What follows belongs to an exercise in optimizing a design on an open flow for small area, a short achievable clock period and few clock cycles per item; a production flow would make more cautious choices. At most, simulation tests tie the RTL to the original design; equivalence was not proved. Power and IR drop assume default switching activity.

==> inputs of v10 <==
==> flow/design.v <==
module divmod
#(parameter W = 32)
(
    input  wire [W-1:0] n,    
    input  wire [31:0]  b,    
    output wire [W-1:0] ro,   
    output wire         qo    
);
wire [W:0]   c;
wire [W-1:0] x = c[W-1:0] ^ ~b[W-1:0];
assign c[0] = 1'b1;
genvar k;
generate for (k = 0; k < W; k = k + 1) begin : chain
    assign c[k+1] = x[k] ? n[k] : c[k];
end endgenerate
generate if (W < 32) begin : narrow
    assign qo = c[W] & ~|b[31:W];
end else begin : full
    assign qo = c[W];
end endgenerate
assign ro = n ^ ({W{qo}} & x);
endmodule
module div32
(
    input  wire        clk,
    input  wire        rst,
    input  wire        in_valid,
    output wire        in_ready,
    input  wire [31:0] in_q,
    input  wire [31:0] in_b,
    output reg         out_valid,
    output reg  [31:0] out_q,
    output reg  [31:0] out_r
);
assign in_ready = 1'b1;
reg        v0;
reg [31:0] d0;
reg [31:0] b0;
always @(posedge clk) begin
    v0 <= in_valid & ~rst;
    d0 <= in_q;
    b0 <= in_b;
end
wire [0:0] r0;
wire        q0;
divmod #(.W(1)) Stage0 (.n(d0[31]), .b(b0), .ro(r0), .qo(q0));
wire [31:0] e0 = {d0[30:0], q0};
wire [1:0] r1;
wire        q1;
divmod #(.W(2)) Stage1 (.n({r0, e0[31]}), .b(b0), .ro(r1), .qo(q1));
wire [31:0] e1 = {e0[30:0], q1};
wire [2:0] r2;
wire        q2;
divmod #(.W(3)) Stage2 (.n({r1, e1[31]}), .b(b0), .ro(r2), .qo(q2));
wire [31:0] e2 = {e1[30:0], q2};
wire [3:0] r3;
wire        q3;
divmod #(.W(4)) Stage3 (.n({r2, e2[31]}), .b(b0), .ro(r3), .qo(q3));
wire [31:0] e3 = {e2[30:0], q3};
wire [4:0] r4;
wire        q4;
divmod #(.W(5)) Stage4 (.n({r3, e3[31]}), .b(b0), .ro(r4), .qo(q4));
wire [31:0] e4 = {e3[30:0], q4};
wire [5:0] r5;
wire        q5;
divmod #(.W(6)) Stage5 (.n({r4, e4[31]}), .b(b0), .ro(r5), .qo(q5));
wire [31:0] e5 = {e4[30:0], q5};
wire [6:0] r6;
wire        q6;
divmod #(.W(7)) Stage6 (.n({r5, e5[31]}), .b(b0), .ro(r6), .qo(q6));
wire [31:0] e6 = {e5[30:0], q6};
wire [7:0] r7;
wire        q7;
divmod #(.W(8)) Stage7 (.n({r6, e6[31]}), .b(b0), .ro(r7), .qo(q7));
wire [31:0] e7 = {e6[30:0], q7};
wire [8:0] r8;
wire        q8;
divmod #(.W(9)) Stage8 (.n({r7, e7[31]}), .b(b0), .ro(r8), .qo(q8));
wire [31:0] e8 = {e7[30:0], q8};
wire [9:0] r9;
wire        q9;
divmod #(.W(10)) Stage9 (.n({r8, e8[31]}), .b(b0), .ro(r9), .qo(q9));
wire [31:0] e9 = {e8[30:0], q9};
wire [10:0] r10;
wire        q10;
divmod #(.W(11)) Stage10 (.n({r9, e9[31]}), .b(b0), .ro(r10), .qo(q10));
wire [31:0] e10 = {e9[30:0], q10};
wire [11:0] r11;
wire        q11;
divmod #(.W(12)) Stage11 (.n({r10, e10[31]}), .b(b0), .ro(r11), .qo(q11));
wire [31:0] e11 = {e10[30:0], q11};
reg        v1;
reg [31:0] d1;
reg [31:0] b1;
reg [11:0] r1_q;
always @(posedge clk) begin
    v1 <= v0 & ~rst;
    d1 <= e11;
    b1 <= b0;
    r1_q <= r11;
end
wire [12:0] r12;
wire        q12;
divmod #(.W(13)) Stage12 (.n({r1_q, d1[31]}), .b(b1), .ro(r12), .qo(q12));
wire [31:0] e12 = {d1[30:0], q12};
wire [13:0] r13;
wire        q13;
divmod #(.W(14)) Stage13 (.n({r12, e12[31]}), .b(b1), .ro(r13), .qo(q13));
wire [31:0] e13 = {e12[30:0], q13};
wire [14:0] r14;
wire        q14;
divmod #(.W(15)) Stage14 (.n({r13, e13[31]}), .b(b1), .ro(r14), .qo(q14));
wire [31:0] e14 = {e13[30:0], q14};
wire [15:0] r15;
wire        q15;
divmod #(.W(16)) Stage15 (.n({r14, e14[31]}), .b(b1), .ro(r15), .qo(q15));
wire [31:0] e15 = {e14[30:0], q15};
wire [16:0] r16;
wire        q16;
divmod #(.W(17)) Stage16 (.n({r15, e15[31]}), .b(b1), .ro(r16), .qo(q16));
wire [31:0] e16 = {e15[30:0], q16};
wire [17:0] r17;
wire        q17;
divmod #(.W(18)) Stage17 (.n({r16, e16[31]}), .b(b1), .ro(r17), .qo(q17));
wire [31:0] e17 = {e16[30:0], q17};
wire [18:0] r18;
wire        q18;
divmod #(.W(19)) Stage18 (.n({r17, e17[31]}), .b(b1), .ro(r18), .qo(q18));
wire [31:0] e18 = {e17[30:0], q18};
reg        v2;
reg [31:0] d2;
reg [31:0] b2;
reg [18:0] r2_q;
always @(posedge clk) begin
    v2 <= v1 & ~rst;
    d2 <= e18;
    b2 <= b1;
    r2_q <= r18;
end
wire [19:0] r19;
wire        q19;
divmod #(.W(20)) Stage19 (.n({r2_q, d2[31]}), .b(b2), .ro(r19), .qo(q19));
wire [31:0] e19 = {d2[30:0], q19};
wire [20:0] r20;
wire        q20;
divmod #(.W(21)) Stage20 (.n({r19, e19[31]}), .b(b2), .ro(r20), .qo(q20));
wire [31:0] e20 = {e19[30:0], q20};
wire [21:0] r21;
wire        q21;
divmod #(.W(22)) Stage21 (.n({r20, e20[31]}), .b(b2), .ro(r21), .qo(q21));
wire [31:0] e21 = {e20[30:0], q21};
wire [22:0] r22;
wire        q22;
divmod #(.W(23)) Stage22 (.n({r21, e21[31]}), .b(b2), .ro(r22), .qo(q22));
wire [31:0] e22 = {e21[30:0], q22};
wire [23:0] r23;
wire        q23;
divmod #(.W(24)) Stage23 (.n({r22, e22[31]}), .b(b2), .ro(r23), .qo(q23));
wire [31:0] e23 = {e22[30:0], q23};
reg        v3;
reg [31:0] d3;
reg [31:0] b3;
reg [23:0] r3_q;
always @(posedge clk) begin
    v3 <= v2 & ~rst;
    d3 <= e23;
    b3 <= b2;
    r3_q <= r23;
end
wire [24:0] r24;
wire        q24;
divmod #(.W(25)) Stage24 (.n({r3_q, d3[31]}), .b(b3), .ro(r24), .qo(q24));
wire [31:0] e24 = {d3[30:0], q24};
wire [25:0] r25;
wire        q25;
divmod #(.W(26)) Stage25 (.n({r24, e24[31]}), .b(b3), .ro(r25), .qo(q25));
wire [31:0] e25 = {e24[30:0], q25};
wire [26:0] r26;
wire        q26;
divmod #(.W(27)) Stage26 (.n({r25, e25[31]}), .b(b3), .ro(r26), .qo(q26));
wire [31:0] e26 = {e25[30:0], q26};
wire [27:0] r27;
wire        q27;
divmod #(.W(28)) Stage27 (.n({r26, e26[31]}), .b(b3), .ro(r27), .qo(q27));
wire [31:0] e27 = {e26[30:0], q27};
reg        v4;
reg [31:0] d4;
reg [31:0] b4;
reg [27:0] r4_q;
always @(posedge clk) begin
    v4 <= v3 & ~rst;
    d4 <= e27;
    b4 <= b3;
    r4_q <= r27;
end
wire [28:0] r28;
wire        q28;
divmod #(.W(29)) Stage28 (.n({r4_q, d4[31]}), .b(b4), .ro(r28), .qo(q28));
wire [31:0] e28 = {d4[30:0], q28};
wire [29:0] r29;
wire        q29;
divmod #(.W(30)) Stage29 (.n({r28, e28[31]}), .b(b4), .ro(r29), .qo(q29));
wire [31:0] e29 = {e28[30:0], q29};
wire [30:0] r30;
wire        q30;
divmod #(.W(31)) Stage30 (.n({r29, e29[31]}), .b(b4), .ro(r30), .qo(q30));
wire [31:0] e30 = {e29[30:0], q30};
wire [31:0] r31;
wire        q31;
divmod #(.W(32)) Stage31 (.n({r30, e30[31]}), .b(b4), .ro(r31), .qo(q31));
wire [31:0] e31 = {e30[30:0], q31};
always @(posedge clk) begin
    out_valid <= v4 & ~rst;
    out_q     <= e31;
    out_r     <= r31;
end
endmodule
==> flow/flow/run.sh <==
#!/bin/bash
# Own layout flow: the standard layout (standard.sh) with three changes.
#  1. Synthesis is the standard synthesis script (synth_recipe.tcl) except
#     that ABC maps with flow/abc.script (area-oriented mapping without
#     ABC's own buffering and sizing; the placer's repair fixes fanout).
#     Everything else, registers and their names included, is as standard.
#  2. The port buffers are plain sky130_fd_sc_hd__buf_1 cells.
#  3. Clock tree synthesis gets explicit arguments (flow/cts_args.txt):
#     clkbuf_8 cells in sink clusters, without dummy loads.
# Each tool's output goes to its own log in this folder (synth.log,
# layout.log) besides ORFS's own logs under orfs/logs.
set -euo pipefail
here=$(pwd)
abc_script=$here/flow/abc.script
# synthesis script: synth_recipe.tcl with the ABC script swapped
{
  head -n 1 synth_recipe.tcl
  cat <<TCL
proc abc {args} {
  set i [lsearch -exact \$args -script]
  if {\$i >= 0} { lset args [expr {\$i + 1}] $abc_script }
  yosys abc {*}\$args
}
TCL
  tail -n +2 synth_recipe.tcl
} > own_synth.tcl
sed "s#SYNTH_SCRIPT=[^ ]*\.tcl#SYNTH_SCRIPT=$here/own_synth.tcl#" standard.sh > own_standard.sh
if ! grep -q "own_synth.tcl" own_standard.sh; then
  cp standard.sh own_standard.sh   # fall back to the standard synthesis
fi
export BUFFER_PORTS_ARGS="-buffer_cell sky130_fd_sc_hd__buf_1"
export CTS_ARGS="$(cat flow/cts_args.txt)"
bash own_standard.sh synth > synth.log 2>&1
bash own_standard.sh finish > layout.log 2>&1
==> flow/flow/abc.script <==
strash
dch
map -B 0.9
==> flow/flow/cts_args.txt <==
-sink_clustering_enable -repair_clock_nets -sink_clustering_size 20 -sink_clustering_max_diameter 50 -buf_list sky130_fd_sc_hd__clkbuf_8 -dont_use_dummy_load
==> flow/standard.sh <==
#!/bin/bash
# synth_recipe.tcl (not shown) runs the flow's synth.tcl, then flattens the netlist and writes it again
# the make line also repeats each setting of config.mk as NAME=value (left out here)
make -C /OpenROAD-flow-scripts/flow DESIGN_CONFIG=/design/flow/config.mk WORK_HOME=/design/flow/orfs CLKGATE_MAP_FILE= SYNTH_SCRIPT=/design/flow/synth_recipe.tcl "${@:-finish}"
==> flow/config.mk <==
export PLATFORM = sky130hd
export DESIGN_NAME = div32
export DESIGN_NICKNAME = div32
export VERILOG_FILES = /design/flow/design.v
export SDC_FILE = /design/flow/constraint.sdc
export NUM_CORES = 4
export LEC_CHECK = 0
export ABC_AREA = 1
export CAP_MARGIN = 20
export CORE_MARGIN = 2
export CORE_UTILIZATION = 60
export CTS_BUF_LIST = sky130_fd_sc_hd__clkbuf_8
export CTS_CLUSTER_DIAMETER = 50
export CTS_CLUSTER_SIZE = 20
export SLEW_MARGIN = 20
==> flow/constraint.sdc <==
create_clock -name core_clock -period 140.0 [get_ports {clk}]
set_input_delay 28.0000 -clock core_clock [delete_from_list [all_inputs] [get_ports {clk}]]
set_output_delay 28.0000 -clock core_clock [all_outputs]
set_load 0.01 [all_outputs]
==> v30: changes against v10 <==
==> flow/design.v, changed modules only <==
module div32
(
    input  wire        clk,
    input  wire        rst,
    input  wire        in_valid,
    output wire        in_ready,
    input  wire [31:0] in_q,
    input  wire [31:0] in_b,
    output reg         out_valid,
    output reg  [31:0] out_q,
    output reg  [31:0] out_r
);
assign in_ready = 1'b1;
reg        v0;
reg [31:0] d0;
reg [31:0] b0;
always @(posedge clk) begin
    v0 <= in_valid & ~rst;
    d0 <= in_q;
    b0 <= in_b;
end
wire [0:0] r0;
wire        q0;
divmod #(.W(1)) Stage0 (.n(d0[31]), .b(b0), .ro(r0), .qo(q0));
wire [31:0] e0 = {d0[30:0], q0};
wire [1:0] r1;
wire        q1;
divmod #(.W(2)) Stage1 (.n({r0, e0[31]}), .b(b0), .ro(r1), .qo(q1));
wire [31:0] e1 = {e0[30:0], q1};
wire [2:0] r2;
wire        q2;
divmod #(.W(3)) Stage2 (.n({r1, e1[31]}), .b(b0), .ro(r2), .qo(q2));
wire [31:0] e2 = {e1[30:0], q2};
wire [3:0] r3;
wire        q3;
divmod #(.W(4)) Stage3 (.n({r2, e2[31]}), .b(b0), .ro(r3), .qo(q3));
wire [31:0] e3 = {e2[30:0], q3};
wire [4:0] r4;
wire        q4;
divmod #(.W(5)) Stage4 (.n({r3, e3[31]}), .b(b0), .ro(r4), .qo(q4));
wire [31:0] e4 = {e3[30:0], q4};
wire [5:0] r5;
wire        q5;
divmod #(.W(6)) Stage5 (.n({r4, e4[31]}), .b(b0), .ro(r5), .qo(q5));
wire [31:0] e5 = {e4[30:0], q5};
wire [6:0] r6;
wire        q6;
divmod #(.W(7)) Stage6 (.n({r5, e5[31]}), .b(b0), .ro(r6), .qo(q6));
wire [31:0] e6 = {e5[30:0], q6};
wire [7:0] r7;
wire        q7;
divmod #(.W(8)) Stage7 (.n({r6, e6[31]}), .b(b0), .ro(r7), .qo(q7));
wire [31:0] e7 = {e6[30:0], q7};
wire [8:0] r8;
wire        q8;
divmod #(.W(9)) Stage8 (.n({r7, e7[31]}), .b(b0), .ro(r8), .qo(q8));
wire [31:0] e8 = {e7[30:0], q8};
wire [9:0] r9;
wire        q9;
divmod #(.W(10)) Stage9 (.n({r8, e8[31]}), .b(b0), .ro(r9), .qo(q9));
wire [31:0] e9 = {e8[30:0], q9};
wire [10:0] r10;
wire        q10;
divmod #(.W(11)) Stage10 (.n({r9, e9[31]}), .b(b0), .ro(r10), .qo(q10));
wire [31:0] e10 = {e9[30:0], q10};
wire [11:0] r11;
wire        q11;
divmod #(.W(12)) Stage11 (.n({r10, e10[31]}), .b(b0), .ro(r11), .qo(q11));
wire [31:0] e11 = {e10[30:0], q11};
wire [12:0] r12;
wire        q12;
divmod #(.W(13)) Stage12 (.n({r11, e11[31]}), .b(b0), .ro(r12), .qo(q12));
wire [31:0] e12 = {e11[30:0], q12};
reg        v1;
reg [31:0] d1;
reg [31:0] b1;
reg [12:0] r1_q;
always @(posedge clk) begin
    v1 <= v0 & ~rst;
    d1 <= e12;
    b1 <= b0;
    r1_q <= r12;
end
wire [13:0] r13;
wire        q13;
divmod #(.W(14)) Stage13 (.n({r1_q, d1[31]}), .b(b1), .ro(r13), .qo(q13));
wire [31:0] e13 = {d1[30:0], q13};
wire [14:0] r14;
wire        q14;
divmod #(.W(15)) Stage14 (.n({r13, e13[31]}), .b(b1), .ro(r14), .qo(q14));
wire [31:0] e14 = {e13[30:0], q14};
wire [15:0] r15;
wire        q15;
divmod #(.W(16)) Stage15 (.n({r14, e14[31]}), .b(b1), .ro(r15), .qo(q15));
wire [31:0] e15 = {e14[30:0], q15};
wire [16:0] r16;
wire        q16;
divmod #(.W(17)) Stage16 (.n({r15, e15[31]}), .b(b1), .ro(r16), .qo(q16));
wire [31:0] e16 = {e15[30:0], q16};
wire [17:0] r17;
wire        q17;
divmod #(.W(18)) Stage17 (.n({r16, e16[31]}), .b(b1), .ro(r17), .qo(q17));
wire [31:0] e17 = {e16[30:0], q17};
wire [18:0] r18;
wire        q18;
divmod #(.W(19)) Stage18 (.n({r17, e17[31]}), .b(b1), .ro(r18), .qo(q18));
wire [31:0] e18 = {e17[30:0], q18};
wire [19:0] r19;
wire        q19;
divmod #(.W(20)) Stage19 (.n({r18, e18[31]}), .b(b1), .ro(r19), .qo(q19));
wire [31:0] e19 = {e18[30:0], q19};
wire [20:0] r20;
wire        q20;
divmod #(.W(21)) Stage20 (.n({r19, e19[31]}), .b(b1), .ro(r20), .qo(q20));
wire [31:0] e20 = {e19[30:0], q20};
reg        v2;
reg [31:0] d2;
reg [31:0] b2;
reg [20:0] r2_q;
always @(posedge clk) begin
    v2 <= v1 & ~rst;
    d2 <= e20;
    b2 <= b1;
    r2_q <= r20;
end
wire [21:0] r21;
wire        q21;
divmod #(.W(22)) Stage21 (.n({r2_q, d2[31]}), .b(b2), .ro(r21), .qo(q21));
wire [31:0] e21 = {d2[30:0], q21};
wire [22:0] r22;
wire        q22;
divmod #(.W(23)) Stage22 (.n({r21, e21[31]}), .b(b2), .ro(r22), .qo(q22));
wire [31:0] e22 = {e21[30:0], q22};
wire [23:0] r23;
wire        q23;
divmod #(.W(24)) Stage23 (.n({r22, e22[31]}), .b(b2), .ro(r23), .qo(q23));
wire [31:0] e23 = {e22[30:0], q23};
wire [24:0] r24;
wire        q24;
divmod #(.W(25)) Stage24 (.n({r23, e23[31]}), .b(b2), .ro(r24), .qo(q24));
wire [31:0] e24 = {e23[30:0], q24};
wire [25:0] r25;
wire        q25;
divmod #(.W(26)) Stage25 (.n({r24, e24[31]}), .b(b2), .ro(r25), .qo(q25));
wire [31:0] e25 = {e24[30:0], q25};
wire [26:0] r26;
wire        q26;
divmod #(.W(27)) Stage26 (.n({r25, e25[31]}), .b(b2), .ro(r26), .qo(q26));
wire [31:0] e26 = {e25[30:0], q26};
reg        v3;
reg [31:0] d3;
reg [31:0] b3;
reg [26:0] r3_q;
always @(posedge clk) begin
    v3 <= v2 & ~rst;
    d3 <= e26;
    b3 <= b2;
    r3_q <= r26;
end
wire [27:0] r27;
wire        q27;
divmod #(.W(28)) Stage27 (.n({r3_q, d3[31]}), .b(b3), .ro(r27), .qo(q27));
wire [31:0] e27 = {d3[30:0], q27};
wire [28:0] r28;
wire        q28;
divmod #(.W(29)) Stage28 (.n({r27, e27[31]}), .b(b3), .ro(r28), .qo(q28));
wire [31:0] e28 = {e27[30:0], q28};
wire [29:0] r29;
wire        q29;
divmod #(.W(30)) Stage29 (.n({r28, e28[31]}), .b(b3), .ro(r29), .qo(q29));
wire [31:0] e29 = {e28[30:0], q29};
wire [30:0] r30;
wire        q30;
divmod #(.W(31)) Stage30 (.n({r29, e29[31]}), .b(b3), .ro(r30), .qo(q30));
wire [31:0] e30 = {e29[30:0], q30};
wire [31:0] r31;
wire        q31;
divmod #(.W(32)) Stage31 (.n({r30, e30[31]}), .b(b3), .ro(r31), .qo(q31));
wire [31:0] e31 = {e30[30:0], q31};
always @(posedge clk) begin
    out_valid <= v3 & ~rst;
    out_q     <= e31;
    out_r     <= r31;
end
endmodule
==> flow/run.sh (new file) <==
#!/bin/bash
# synth_recipe.tcl (not shown) runs the flow's synth.tcl, then flattens the netlist and writes it again
# the make line also repeats each setting of config.mk as NAME=value (left out here)
make -C /OpenROAD-flow-scripts/flow DESIGN_CONFIG=/design/flow/config.mk WORK_HOME=/design/flow/orfs CLKGATE_MAP_FILE= SYNTH_SCRIPT=/design/flow/synth_recipe.tcl finish
--- a/flow/config.mk
+++ b/flow/config.mk
@@ -8,8 +8,8 @@
 export ABC_AREA = 1
 export CAP_MARGIN = 20
 export CORE_MARGIN = 2
-export CORE_UTILIZATION = 60
-export CTS_BUF_LIST = sky130_fd_sc_hd__clkbuf_8
-export CTS_CLUSTER_DIAMETER = 50
-export CTS_CLUSTER_SIZE = 20
+export CORE_UTILIZATION = 70
+export CTS_BUF_LIST = sky130_fd_sc_hd__clkbuf_8 sky130_fd_sc_hd__clkbuf_16
+export CTS_CLUSTER_SIZE = 10
+export PLACE_DENSITY = 0.8
 export SLEW_MARGIN = 20
removed: flow/flow/run.sh
removed: flow/flow/abc.script
removed: flow/flow/cts_args.txt
removed: flow/standard.sh
==> v7: changes against v10 <==
==> flow/flow/run.sh (replaced) <==
#!/bin/bash
# Own layout flow: the standard layout (standard.sh) with two changes.
#  1. Synthesis is the standard synthesis script (synth_recipe.tcl) except
#     that ABC maps with flow/abc.script (area-oriented mapping without
#     ABC's own buffering and sizing; the placer's repair fixes fanout).
#     Everything else, registers and their names included, is as standard.
#  2. The port buffers are plain sky130_fd_sc_hd__buf_1 cells.
# Each tool's output goes to its own log in this folder (and ORFS's logs).
set -euo pipefail
here=$(pwd)
abc_script=$here/flow/abc.script
# synthesis script: synth_recipe.tcl with the ABC script swapped
{
  head -n 1 synth_recipe.tcl
  cat <<TCL
proc abc {args} {
  set i [lsearch -exact \$args -script]
  if {\$i >= 0} { lset args [expr {\$i + 1}] $abc_script }
  yosys abc {*}\$args
}
TCL
  tail -n +2 synth_recipe.tcl
} > own_synth.tcl
sed "s#SYNTH_SCRIPT=[^ ]*synth_recipe.tcl#SYNTH_SCRIPT=$here/own_synth.tcl#" standard.sh > own_standard.sh
grep -q "own_synth.tcl" own_standard.sh
export BUFFER_PORTS_ARGS="-buffer_cell sky130_fd_sc_hd__buf_1"
bash own_standard.sh synth > synth.log 2>&1
bash own_standard.sh finish > layout.log 2>&1
--- a/flow/config.mk
+++ b/flow/config.mk
@@ -8,7 +8,7 @@
 export ABC_AREA = 1
 export CAP_MARGIN = 20
 export CORE_MARGIN = 2
-export CORE_UTILIZATION = 60
+export CORE_UTILIZATION = 75
 export CTS_BUF_LIST = sky130_fd_sc_hd__clkbuf_8
 export CTS_CLUSTER_DIAMETER = 50
 export CTS_CLUSTER_SIZE = 20
removed: flow/flow/cts_args.txt
==> summary of the runs <==
- v7 passed the timing, DRC and antenna checks. v30 went through all stages and came out clean. v10 completed without violations.
- First-iteration DRC count: v10 < v7 < v30.
- Clock power: v30 > v7 > v10.
- In non-clock buffer count, v10 and v7 do not differ.
- Cell count: v10 > v30 > v7.
- Critical path depth is the same in v7 and v10.
- Register-to-register slack: v10 > v7 > v30.
==> figures <==
| metric | v7 | v30 | v10 |
|---|---|---|---|
| Area enclosed by the die boundary | 0.0383 mm^2 | 0.0410 mm^2 | 0.0477 mm^2 |
| Multi-input gate area in the final layout | 0.0163 mm^2 | 0.0169 mm^2 | 0.0163 mm^2 |
| Depth of the most critical reg-to-reg path | 184 | 292 | 183 |
| Critical register-to-register path startpoint | b0[24] | b2[0] | b0[28] |
| # fillers | 2713 | 3198 | 4354 |
| Layout cells sized above 1 | 2.55% | 5.27% | 2.02% |
| Worst Setup EP | out_q[23] | r3_q[7] | out_q[31] |
| Sequential cell area | 0.00947 mm^2 | 0.00773 mm^2 | 0.00947 mm^2 |
| Die Y | 196 um | 202 um | 218 um |
| Origin of the worst setup path | out_q[23] | b2[0] | out_q[31] |
| Met1 track utilization from global routing | 33.2% | 38.2% | 26.7% |
| Total Wirelength | 56200 um | 66500 um | 52800 um |
| Result of the run | timing/DRC/antenna clean | timing/DRC/antenna clean | timing/DRC/antenna clean |
Testbench counts of v10, summed over its fixed seeds: cycles 16,048, items 16,000.
Testbench counts of v7, summed over its fixed seeds: cycles 16,048, items 16,000.
The RTL of v30 was laid out without a check of its function.

-- separate check: timing with driven ports --
No port has a modelled driver above. Below, the same layouts with a new extraction and two added sets of constraints. Step 1 (the two cells are an assumption about what drives the block):
set clk [get_ports {clk}]
set_driving_cell -lib_cell sky130_fd_sc_hd__clkbuf_16 $clk
set_driving_cell -lib_cell sky130_fd_sc_hd__buf_2 [delete_from_list [all_inputs] $clk]
Step 2 moves the port delays by t, midway between the first and last clock arrival at a register: inputs arrive t later, outputs are due t later. That takes back most of the time a late clock gives input paths. Slacks: ideal ports / drivers / drivers and shift; pairs: ideal ports / drivers.
run | shift t [ns] | setup WS [ns] | worst hold slack (ns) | worst setup path after step 2
v10 | 0.656 | 110.868 / 110.815 / 111.472 | 0.297 / 0.297 / 0.297 | register to output
v30 | 0.626 | 108.021 / 108.021 / 108.021 | 0.321 / 0.321 / 0.321 | register to register
v7 | 0.686 | 110.831 / 110.778 / 111.464 | 0.319 / 0.319 / 0.319 | register to output
After both steps every run listed still meets setup and hold.
